Source: an optimization exercise on an open RTL-to-GDS flow (aim: small area, a short achievable clock period and few clock cycles). Production flows keep margins and buffers that such runs may drop.
Function was not checked in any run shown here: the RTL went through the layout flow alone.
Power figures rest on the tool's default switching activity, not on a simulated workload.

==> flow/design.v, too long to show whole: its modules and the start of the top module <==
// module LASER: 1504 lines
module LASER (
    input CLK,
    input RST,
    input [3:0] X,
    input [3:0] Y,
    output reg [3:0] C1X,
    output reg [3:0] C1Y,
    output reg [3:0] C2X,
    output reg [3:0] C2Y,
    output reg DONE);
  // ...
==> flow/run.sh <==
#!/bin/bash
# synth_recipe.tcl (not shown) runs the flow's synth.tcl, then flattens the netlist and writes it again
# the make line also repeats each setting of config.mk as NAME=value (left out here)
make -C /OpenROAD-flow-scripts/flow DESIGN_CONFIG=/design/flow/config.mk WORK_HOME=/design/flow/orfs CLKGATE_MAP_FILE= SYNTH_SCRIPT=/design/flow/synth_recipe.tcl finish
==> flow/config.mk <==
export PLATFORM = sky130hd
export DESIGN_NAME = LASER
export DESIGN_NICKNAME = LASER
export VERILOG_FILES = /design/flow/design.v
export SDC_FILE = /design/flow/constraint.sdc
export NUM_CORES = 4
export LEC_CHECK = 0
export ABC_CLOCK_PERIOD_IN_PS = 4000
export CAP_MARGIN = 20
export CORE_MARGIN = 2
export CORE_UTILIZATION = 40
export SETUP_SLACK_MARGIN = 2.0
export SLEW_MARGIN = 20
==> flow/constraint.sdc <==
create_clock -name core_clock -period 6.5 [get_ports {CLK}]
set_input_delay 1.3000 -clock core_clock [delete_from_list [all_inputs] [get_ports {CLK}]]
set_output_delay 1.3000 -clock core_clock [all_outputs]
set_load 0.01 [all_outputs]
==> results.tsv, run 1 <==
stage	metric	value	unit
synthesis	largest family of logic cells by synthesized area	adder cells	
sta	fin crit share	0.837	
route	top layer in use	met4	
outcome	status	complete, no violations	
finish	NonClk Buf Share	0.0256	
synthesis	ys flop type	dfxtp_1	
setup_path	Critical Path End Type	flop	
clocking	H-tree depth	3	
die	Rows	125	
die	initial core utilization	0.403	
min_path	HP Start	pa[6][7]$_DFF_P_	
synthesis	#FFs+latches synth	1087	
sta	Final Hold Viols	0	
setup_path	crit-path cells	or4_4 > a21oi_4 > and2_4 > inv_4 > o21a_4 > buf_6 > o221a_4 > a21o_1 > a211oi_2 > a31oi_4 > a211oi_4 > buf_6 > o221a_4 > a22o_1 > nor3_4 > buf_12 > o211a_1 > a2111o_1 > nor4_4 > buf_6 > buf_6 > o221ai_4 > a311o_1 > a31o_1	
setup_path	number of cells on the critical path	24	
route	DRT antenna net count	0	
finish	P&R area growth vs syn	15.4	%
sta	Max Fclk	184	MHz
synthesis	Cell variety after synth	76	
die	tap cells	1524	
finish	fraction of area in registers	0.412	
min_path	worst hold path type	flop to flop	
pwr	Seq pwr share	0.485	
synthesis	Post-Syn Area	0.0467	mm^2
sta	Final setup viols	0	
route	Post-Route WL	133	mm
finish	biggest regs	bm (256), pa (160), pb (160)	
sta	Setup Total Neg Slack	0	ns
setup_path	Slowest-stage cell, CP	or4_4	
min_path	WHS Endpoint	pa[7][7]$_DFF_P_	
global_route	GR Util met1	0.299	
route	met2 wire len	61.8	mm
global_route	GR Overflow Total	0	
placement	Placed Cells	5635	
finish	most common cell after layout, fill and taps aside	dfxtp_1	
setup_path	Worst Path Buf+Inv	6	
finish	area occupied by multi-input gates	0.0225	mm^2
global_route	first-pass GRT wire length	199	mm
synthesis	syn_nets	4839	
setup_path	crit path launch	nR[13][5]$_DFF_P_	
synthesis	Synth area leaders	dfxtp_1, fa_1, ha_1	
==> run 2: changes to the inputs <==
--- a/flow/design.v
+++ b/flow/design.v
@@ -1322,16 +1322,17 @@
   assign cx544 = cx536 & cx542;
   assign cnt15 = {cx544, cx543, cx541, cx539, cx537, cx529};
   wire evalid = fmode && fk != 5'd0 && fk <= 5'd16;     
   reg [5:0] nR [0:15];
   reg       v2, vR, kR, vM, k2;
   reg [3:0] ry2, ryR, ryM, rxM;
   reg [5:0] rmM;
   reg [5:0] acc;         
+  reg [4:0] cpcR;
   always @(posedge CLK) begin
     nR[0] <= cnt0;
     nR[1] <= cnt1;
     nR[2] <= cnt2;
     nR[3] <= cnt3;
     nR[4] <= cnt4;
     nR[5] <= cnt5;
     nR[6] <= cnt6;
@@ -1344,30 +1345,40 @@
     nR[13] <= cnt13;
     nR[14] <= cnt14;
     nR[15] <= cnt15;
     ry2 <= cy;
     k2 <= pfen && cy == 4'd15;
     ryR <= ry2;
     kR <= k2;
   end
-  reg [15:0] am [0:6];
-  reg [5:0]  m4v;
-  reg [3:0]  m4i;
-  reg [15:0] tb;
+  function automatic [5:0] sel4(input [5:0] a, input [5:0] b, input [5:0] c,
+                                input [5:0] d, input va, input vb, input vc, input vd);
+    reg pd, pc, pb;
+    begin
+      pd = vd && (!vc || d >= c) && (!vb || d >= b) && (!va || d >= a);
+      pc = !pd && vc && (!vb || c >= b) && (!va || c >= a);
+      pb = !pd && !pc && vb && (!va || b >= a);
+      sel4 = {pd, pc, pb, 3'b000};
+    end
+  endfunction
+  reg [5:0] gv [0:3];
+  reg [3:0] gi [0:3];
+  reg [5:0] ps;
+  reg [5:0] m4v;
+  reg [3:0] m4i;
   always @(*) begin
-    am[6] = {!kR, 15'h7fff};
-    for (s = 5; s >= 0; s = s - 1) begin
-      for (i = 0; i < 16; i = i + 1) tb[i] = am[s+1][i] & nR[i][s];
-      m4v[s] = |tb;
-      am[s] = m4v[s] ? tb : am[s+1];
+    for (i = 0; i < 4; i = i + 1) begin
+      ps = sel4(nR[4*i], nR[4*i+1], nR[4*i+2], nR[4*i+3], 1'b1, 1'b1, 1'b1, !(i == 3 && kR));
+      gv[i] = ps[5] ? nR[4*i+3] : ps[4] ? nR[4*i+2] : ps[3] ? nR[4*i+1] : nR[4*i];
+      gi[i] = 4*i + (ps[5] ? 3 : ps[4] ? 2 : ps[3] ? 1 : 0);
     end
-    m4i = 4'd0;
-    for (i = 0; i < 16; i = i + 1)
-      if (am[0][i]) m4i = i;
+    ps = sel4(gv[0], gv[1], gv[2], gv[3], 1'b1, 1'b1, 1'b1, 1'b1);
+    m4v = ps[5] ? gv[3] : ps[4] ? gv[2] : ps[3] ? gv[1] : gv[0];
+    m4i = ps[5] ? gi[3] : ps[4] ? gi[2] : ps[3] ? gi[1] : gi[0];
   end
   always @(posedge CLK) begin
     rmM <= m4v;
     rxM <= m4i;
     ryM <= ryR;
   end
   reg       found;
   reg [5:0] maxE;
@@ -1463,18 +1474,19 @@
         end
       end else if (!smode) begin
         ssub <= 5'd0;
         spass <= 3'd0;
         scx <= 4'd0;
         scy <= 4'd0;
       end
     end
-    if (evalid)
-      acc <= (fk == 5'd1 ? 6'd0 : acc) + {1'b0, cpc};
+    cpcR <= cpc;
+    if (v2)
+      acc <= (fk == 5'd2 ? 6'd0 : acc) + {1'b0, cpcR};
     if (fk == 5'd0)
       found <= 1'b0;
     else if (tupd) begin
       found <= 1'b1;
       maxE <= rmM;
       bx <= rxM;
       by <= ryM;
     end
==> flow/config.mk (replaced) <==
export PLATFORM = sky130hd
export DESIGN_NAME = LASER
export DESIGN_NICKNAME = LASER
export VERILOG_FILES = /design/flow/design.v
export SDC_FILE = /design/flow/constraint.sdc
export NUM_CORES = 4
export LEC_CHECK = 0
export ABC_CLOCK_PERIOD_IN_PS = 3500
export CAP_MARGIN = 20
export CORE_MARGIN = 2
export CORE_UTILIZATION = 40
export SETUP_SLACK_MARGIN = 2.5
export SLEW_MARGIN = 20
==> run 2 against run 1 <==
Still clean on timing, DRC and antenna. Flip-flop and latch count is 5 higher. Routed wire length increased by 0.29%. Clock power up 2%. Count of clock-buffer cells in the layout increased by 2. Non-clock buffer count is 73 higher. Core utilization up 0.57 points. Hold slack improved by 0.0039 ns. Critical path type unchanged.
==> results.tsv, run 2 <==
stage	metric	value	unit	change
global_route	largest net degree at the start of global routing	205		
clocking	H-tree depth	3		unchanged
sta	Clock Skews	0.0728	ns	
setup_path	cell count of the worst reg-to-reg path	19		
pwr	Pleak	25.2	nW	
synthesis	cell taking the most area after synthesis	dfxtp_1		
clocking	CTS clock-pin slew for the worst setup and hold paths	0.06	ns	
sta	Max Fclk	231	MHz	+25%
flow_run	Max-Cap Viols	0		
clocking	CTS max path bufs	3		
sta	worst slew pin tran	0.948	ns	
placement	hpwl dp	101	mm	
synthesis	XOR/XNOR Fraction of Synth Area	0.0127		
route	Post-Route WL	134	mm	+0.29%
finish	P&R area growth vs syn	17.2	%	
sta	Setup Total Neg Slack	0	ns	unchanged
sta	Min Hold Slack	0.319	ns	
synthesis	Post-synth ARST share	0		
route	met3 WL post-DR	7.36	mm	
synthesis	share of the yosys chip area belonging to registers	0.444		
synthesis	adder-cell share of the synthesized area	0.239		
route	vias	34367		
synthesis	Cell variety after synth	78		+2.6%
die	Top Ports	27		
setup_path	Crit Path Max Fanout	3		
synthesis	post-synthesis simple-gate area fraction	0.0911		
clocking	# clock sinks	1092		
die	Core ar.	0.125	mm^2	
global_route	GRT Util Overall	0.208		
clocking	clock root buffer master	clkbuf_16		
route	DRC	0		
sta	max-slew violations	0		
synthesis	syn_nets	5393		+11%
synthesis	EDFF count, synth	44		
sta	fin crit share	0.667		-0.170
route	met2 wire len	62.4	mm	+0.97%
sta	Final setup viols	0		unchanged
global_route	first-pass GRT wire length	206	mm	+3.3%
pwr	NetSw	0.00328	W	
clocking	# hold bufs at CTS	0		
route	top layer in use	met5		
global_route	GR Overflow Total	0		unchanged
route	Vias/cell	5.28		
finish	largest reg by FF count	bm		
clocking	Skew-Pair Late Insertion Delay	0.73	ns	
route	routed len/inst	20.5	um	
global_route	number of global-route vias before repair	34325		
setup_path	CP Data Arrival Time	4.94	ns	
pwr	P per Cell Area	245	mW/mm^2	
pwr	VDD IR max	0.000292	V	
die	Die H	359	um	
min_path	hold depth	0		
outcome	status	complete, no violations		
route	TritonRoute pass-1 iters	15		
setup_path	Worst EP required	7.11	ns	
pwr	Seq pwr share	0.480		-0.005
min_path	worst hold path type	flop to flop		
pwr	sw frac	0.227		
finish	share of post-route cells with drive strength above 1	0.140		
sta	Final min period	4.34	ns	
synthesis	Synth Instances	4638		
die	Rows	130		+4.0%
synthesis	synth cell count leaders	dfxtp_1, inv_1, ha_1, nand2_1, fa_1		
synthesis	synthesized area per cell	10.8	um^2	
clocking	TritonCTS buffer count	110		
finish	nets@finish	5523		
global_route	antenna violations before repair	4		
synthesis	most common cell in the netlist	dfxtp_1		
die	Die ar.	0.129	mm^2	
die	Die X	359	um	
route	1st-iter DRT viols	3536		
synthesis	Yosys warnings	10		
setup_path	Worst setup SP type	flop		
setup_path	critical path type	flop to flop		
pwr	Logic pwr share	0.053		
placement	Buffers on Ports	26		
synthesis	Synth Area in Compound Gates	0.116		
setup_path	Critical Path End Type	flop		
finish	most common cell after layout, fill and taps aside	dfxtp_1		
synthesis	largest family of logic cells by synthesized area	adder cells		
synthesis	post-synth top area share	0.417		
synthesis	ys flop type	dfxtp_1		
pwr	Clock power frac	0.467		
synthesis	Post-Syn Area	0.0503	mm^2	+7.6%
finish	max reg flops	256		
placement	Final GP Congestion	0.951		
finish	biggest regs	bm (256), pa (160), pb (160)		
finish	most frequent cells in the layout	dfxtp_1, inv_1, nand2_1, ha_1, fa_1		
die	initial core utilization	0.401		-0.00138
synthesis	mux cell area share after synthesis	0.0364		
route	wl on met1	58.8	mm	
sta	Final Hold Viols	0		unchanged
sta	relative slew slack	0.367		
pwr	Pint	0.0112	W	
route	DRT antenna net count	0		unchanged
clocking	CTS tree	yes		
sta	RSZ-0062 raised after global routing	true		
synthesis	#FFs+latches synth	1092		+0.46%
synthesis	Synth area leaders	dfxtp_1, fa_1, ha_1		
==> run 2: changes by cell type after synthesis, sizes merged, moves of 37 or more <==
| cell | delta |
|---|---|
| inv | +76 |
| a21oi | +37 |
| mux2i | +68 |
| ha | +180 |
| a21o | +42 |
==> run 2: cells by family after synthesis <==
| group | after synthesis |
|---|---|
| flip-flops | 1092 |
| multiplexers | 176 |
| AND/OR/NAND/NOR | 937 |
| AO/OA/AOI/OAI | 803 |
| buffers and inverters | 815 |
| XOR/XNOR | 68 |
| adder cells (fa/ha/maj) | 747 |
==> run 2: worst paths after layout <==
kind / slack (ns) / from / end
max: 2.16 / maxE[5]$_DFFE_PN_ / fmode$_SDFF_PP0_
min: 0.32 / pa[7][6]$_DFF_P_ / pa[8][6]$_DFF_P_
max reg2reg: 2.16 / maxE[5]$_DFFE_PN_ / fmode$_SDFF_PP0_
min reg2reg: 0.32 / pa[7][6]$_DFF_P_ / pa[8][6]$_DFF_P_
==> run 2: layer usage <==
metal | global-route usage | vias to the layer above
met5 | 0 | -
met4 | 0.0713 | 6
met3 | 0.0280 | 364
met2 | 0.344 | 1214
met1 | 0.280 | 16691
li1 | - | 16092
==> run 2: critical path: stages, from the launching register on <==
cell and delay [ns]:
edfxtp_1 0.43, inv_2 0.10, ha_1 0.25, and4_1 0.18, a221o_1 0.34, a311oi_4 0.36, buf_4 0.20, mux2i_4 0.24
inv_2 0.08, ha_4 0.17, fa_2 0.41, a21o_1 0.18, a21oi_2 0.16, xnor3_1 0.23, nor3_2 0.18, nand2_1 0.11
mux2i_2 0.22, inv_2 0.07, o31ai_4 0.21, a211oi_1 0.09
==> run 2: through the flow <==
step	instances	total power [W]	setup WS, ns	instance area, um^2	util
floorplan	4638	0.00747	2.21	50500	-
global placement	6139	0.00765	1.39	52200	0.417
detailed placement	6139	0.00765	1.34	52200	0.417
CTS	6460	0.0145	2.13	57800	0.462
global route	6512	0.0150	1.95	58900	0.470
finish	6513	0.0144	2.16	58900	0.470
==> run 2: power by group through the flow <==
| stage | sequential [W] | clock, W | combinational, W |
|---|---|---|---|
| global route | 0.00695 | 0.00719 | 0.000837 |
| detailed placement | 0.00708 | 0 | 0.000573 |
| global placement | 0.00708 | 0 | 0.000566 |
| finish | 0.00694 | 0.00674 | 0.000767 |
| floorplan | 0.00705 | 0 | 0.000420 |
| CTS | 0.00694 | 0.00689 | 0.000680 |
==> run 2: area by class of cell <==
cell class	instances	area, um^2
Tap cell	1650	2060
Multi-Input combinational cell	2733	26200
Sequential cell	1092	22400
Timing Repair Buffer	217	2020
Clock inverter	61	901
Inverter	614	2320
Clock buffer	145	3080
Antenna cell	1	2.50
Fill cell	11393	66300
==> run 2: repair_timing <==
item | in CTS | in global routing
pin swaps | 65 | 91
gates cloned | 2 | 1
endpoints found under the setup margin | 52 | 102
gates resized for setup | 159 | 167
buffers inserted | 113 | 51

==> re-timing with driven ports <==
Ports are ideal in the flow. The routed layouts listed here were re-timed in OpenROAD.
Step 1 (the two cells are an assumption about what drives the block):
set clk [get_ports {CLK}]
set_driving_cell -lib_cell sky130_fd_sc_hd__clkbuf_16 $clk
set_driving_cell -lib_cell sky130_fd_sc_hd__buf_2 [delete_from_list [all_inputs] $clk]
Step 2 times the ports against the registers' clock, not the clock port: input delays grow and output delays shrink by t, the midpoint of the rising clock arrivals with the driver on.
Three values: no drivers, after step 1, after step 2; two values: the first two.
run	t (ns)	slack for setup (ns)	clock arrival spread, ns	worst register clock-pin slew, ns
run 1	0.792	1.059 / 1.059 / 1.059	0.093 / 0.093	0.07 / 0.07
run 2	0.762	2.164 / 2.164 / 2.043	0.073 / 0.073	0.07 / 0.07
After both steps setup and hold are still met in every run listed. The setup slack of run 2, which loses most, moves by 0.000 ns with the drivers and by -0.121 ns with both steps.
